Context: an optimization exercise on an open-source flow, tuned for small area, a short achievable clock period and few clock cycles per item. The choices shown serve that exercise and are no tape-out recipe.
Only simulation tests tie the RTL to the original design; equivalence was not proved.
Power and IR drop assume default switching activity.

==> flow/design.v <==
module sw_cell (
    input  wire [7:0] u,
    input  wire [7:0] l,
    input  wire [8:0] dg1,         
    output wire [7:0] val,
    output wire [1:0] arrow
);
    wire gUL, gUD0, gLD0;
    sw_gt8 c0 (.a(u), .b(l),          .y(gUL));
    sw_gt8 c1 (.a(u), .b(dg1[7:0]),   .y(gUD0));
    sw_gt8 c2 (.a(l), .b(dg1[7:0]),   .y(gLD0));
    wire gUD = ~dg1[8] & gUD0;
    wire gLD = ~dg1[8] & gLD0;
    wire selU =  gUL & gUD;
    wire selL = ~gUL & gLD;
    wire [7:0] um1 = u - 8'd1;
    wire [7:0] lm1 = l - 8'd1;
    wire [7:0] dg  = dg1[8] ? 8'd255 : dg1[7:0] - 8'd1;
    assign val = selU ? um1 : (selL ? lm1 : dg);
    wire z = (u[7:1] == 7'd0) & (l[7:1] == 7'd0) & (dg1 == 9'd1);
    assign arrow = z ? 2'b00 : (selU ? 2'b01 : (selL ? 2'b10 : 2'b11));
endmodule
module sw_diag1 (
    input  wire [7:0] d,
    input  wire       m,
    output wire [8:0] dg1
);
    wire [8:0] p3 = {1'b0, d} + 9'd3;
    wire       w  = d[7] & d[6] & d[5] & d[4] & d[3] & d[2] & d[1];   
    assign dg1 = m ? {p3[8] & ~w, p3[7:0]} : {1'b0, d[7:1], d[0] | (d[7:1] == 7'd0)};
endmodule
module sw_gt8 (
    input  wire [7:0] a,
    input  wire [7:0] b,
    output wire       y
);
    wire [7:0] g = a & ~b;
    wire [7:0] l = ~a & b;
    wire [3:0] g1, l1;
    genvar k;
    generate
        for (k = 0; k < 4; k = k + 1) begin : q
            assign g1[k] = g[2*k+1] | (~l[2*k+1] & g[2*k]);
            assign l1[k] = l[2*k+1] | (~g[2*k+1] & l[2*k]);
        end
    endgenerate
    wire g2h = g1[3] | (~l1[3] & g1[2]);
    wire l2h = l1[3] | (~g1[3] & l1[2]);
    wire g2l = g1[1] | (~l1[1] & g1[0]);
    assign y = g2h | (~l2h & g2l);
endmodule
module sw_tile16 (
    input  wire         clk,
    input  wire         rst,
    input  wire         start,
    input  wire [31:0]  seqA,           
    input  wire [31:0]  seqB,           
    input  wire [127:0] firstRow,       
    input  wire [127:0] firstCol,       
    input  wire [7:0]   diagonalCell,   
    output reg          done,
    output wire [7:0]   max_score,
    output wire [3:0]   max_row,
    output wire [3:0]   max_col,
    output wire [511:0] traceback,      
    output wire [127:0] lastRow,        
    output wire [127:0] lastCol         
);
    localparam N = 16;
    reg        busy;
    reg  [4:0] s;
    wire       go = start & ~busy;
    always @(posedge clk) begin
        if (rst) begin
            busy <= 1'b0;
            done <= 1'b0;
            s    <= 5'd0;
        end else if (go) begin
            busy <= 1'b1;
            done <= 1'b0;
            s    <= 5'd0;
        end else if (busy) begin
            s <= s + 5'd1;
            if (s == 5'd31) begin
                busy <= 1'b0;
                done <= 1'b1;
            end
        end
    end
    wire [3:0] nxt = go ? 4'd0 : s[3:0] + 4'd1;
    wire [1:0] bn0 = seqB[{nxt, 1'b0} +: 2];
    reg  [7:0] fru;
    always @(posedge clk) begin
        fru <= firstRow[{nxt, 3'd0} +: 8];
    end
    reg  [N-1:0] act, tvl;
    always @(posedge clk) begin
        if (rst) begin
            act <= {N{1'b0}};
            tvl <= {N{1'b0}};
        end else begin
            act <= {act[N-2:0], go | (act[0] & (s[3:0] != 4'd15))};
            tvl <= act;
        end
    end
    reg  [7:0]  v    [0:N-1];    
    reg  [8:0]  dx1  [0:N-1];    
    reg  [1:0]  b    [0:N-1];    
    reg  [31:0] tb   [0:N-1];
    reg  [7:0]  rm   [0:N-1];    
    reg  [3:0]  rc   [0:N-1];
    wire [N-1:0] win;            
    reg  [3:0]  mrow;
    reg  [127:0] lr;
    wire [7:0]  cval [0:N-1];
    wire [1:0]  carw [0:N-1];
    genvar g;
    generate
        for (g = 0; g < N; g = g + 1) begin : pe
            wire [1:0] a  = seqA[2*g +: 2];
            wire [7:0] up = (g == 0) ? fru : v[(g == 0) ? 0 : g - 1];
            wire [1:0] bc = (g == 0) ? bn0 : b[(g == 0) ? 0 : g - 1];
            sw_cell u_cell (.u(up), .l(v[g]), .dg1(dx1[g]), .val(cval[g]), .arrow(carw[g]));
            wire [7:0] dn = (g == 0) ? (go ? diagonalCell : fru) : v[(g == 0) ? 0 : g - 1];
            wire [1:0] bn = (g == 0) ? bn0 : b[(g == 0) ? 0 : g - 1];
            wire [8:0] dnx1;
            sw_diag1 dgp (.d(dn), .m(a == bn), .dg1(dnx1));
            always @(posedge clk) begin
                dx1[g] <= dnx1;
                b[g]   <= bc;
                v[g] <= ({8{go}} & firstCol[8*g +: 8])
                      | ({8{~go &  act[g]}} & cval[g])
                      | ({8{~go & ~act[g]}} & v[g]);
                if (act[g])
                    tb[g] <= {carw[g], tb[g][31:2]};
            end
            wire       tv  = tvl[g];
            wire       fin = tvl[g] & ~act[g];
            wire [3:0] col = s[3:0] - 4'd1 - g;
            wire [7:0] cm = rm[(g == 0) ? 0 : g - 1];
            wire       gvr, gvc, grc;
            sw_gt8 ct0 (.a(v[g]),  .b(rm[g]), .y(gvr));
            sw_gt8 ct1 (.a(v[g]),  .b(cm),    .y(gvc));
            sw_gt8 ct2 (.a(rm[g]), .b(cm),    .y(grc));
            wire       gt  = tv && (gvr || col == 4'd0);
            wire [7:0] t_v = gt ? v[g] : rm[g];
            wire [3:0] t_c = gt ? col  : rc[g];
            wire       gtc = gt ? gvc : grc;
            wire       keep = (g > 0) && fin && !gtc;
            assign win[g] = fin && !keep;
            always @(posedge clk) begin
                if (keep) begin
                    rm[g] <= rm[(g == 0) ? 0 : g - 1];
                    rc[g] <= rc[(g == 0) ? 0 : g - 1];
                end else begin
                    rm[g] <= t_v;
                    rc[g] <= t_c;
                end
            end
            assign traceback[32*g +: 32] = tb[g];
            assign lastCol[8*g +: 8] = v[g];
        end
    endgenerate
    always @(posedge clk)
        if (busy && s >= 5'd16)
            lr <= {v[N-1], lr[127:8]};
    assign lastRow = lr;
    always @(posedge clk)
        if (|win)
            mrow <= s[3:0];
    assign max_score = rm[N-1];
    assign max_row   = mrow;
    assign max_col   = rc[N-1];
endmodule
export LEC_CHECK = 0
export ABC_AREA = 1
export CAP_MARGIN = 20
export CORE_MARGIN = 2
export CORE_UTILIZATION = 55
export CTS_CLUSTER_DIAMETER = 80
export CTS_CLUSTER_SIZE = 20
export PLACE_DENSITY = 0.65
export SETUP_SLACK_MARGIN = 4.0
export SLEW_MARGIN = 20
export TNS_END_PERCENT = 5
create_clock -name core_clock -period 6.5 [get_ports {clk}]
standard.sh (not shown) runs the stock make flow with config.mk's settings and CLKGATE_MAP_FILE= SYNTH_SCRIPT=/design/flow/synth_recipe.tcl, a recipe that flattens the netlist after the stock synthesis.
==> flow/flow/run.sh <==
#!/bin/bash
set -euo pipefail
bash standard.sh "BUFFER_PORTS_ARGS=-buffer_cell sky130_fd_sc_hd__buf_1" finish > flow_make.log 2>&1
Testbench counts at the start, summed over its fixed seeds: cycles 12,672, jobs 384.
Edit:
--- a/flow/design.v
+++ b/flow/design.v
@@ -128,9 +128,10 @@
             always @(posedge clk) begin
                 dx1[g] <= dnx1;
                 b[g]   <= bc;
-                v[g] <= ({8{go}} & firstCol[8*g +: 8])
-                      | ({8{~go &  act[g]}} & cval[g])
-                      | ({8{~go & ~act[g]}} & v[g]);
+                if (go)
+                    v[g] <= firstCol[8*g +: 8];
+                else if (act[g])
+                    v[g] <= cval[g];
                 if (act[g])
                     tb[g] <= {carw[g], tb[g][31:2]};
             end
Flip-flop and latch count stays the same. Count of clock-buffer cells in the layout is lower by 4. Worst setup slack loses 0.046 ns. Critical path depth stays the same. Final cell count barely changes. Sequential share of layout area is higher by 0.67 points. Wire length rises by 8.0%. Sequential power climbs by about 10%.
Testbench counts after the change, summed over its fixed seeds: cycles 12,672, jobs 384.

## afterwards: timing with drivers on the ports
In the flow no input, the clock included, has a driving cell. The finished layouts below were timed again as built, in two steps.
Step 1 sets driving cells, clkbuf_16 on the clock port and buf_2 on the other inputs (assumed; they add their load-dependent delay and slew).
Step 2 moves the port delays by t, midway between the first and last clock arrival at a register: inputs arrive t later, outputs are due t later. That takes back most of the time a late clock gives input paths.
a / b / c = ideal / step 1 / step 2; a / b = the first two.
run	t (ns)	setup WS [ns]	worst setup path at the end	cell pins on the clock port's net
the first run	0.767	3.694 / 3.618 / 3.007	input to register	1
the second run	0.770	3.648 / 3.572 / 3.125	input to register	1
After both steps setup and hold are still met in every run listed. The setup slack of the first run, which loses most, moves by -0.076 ns with the drivers and by -0.687 ns with both steps.
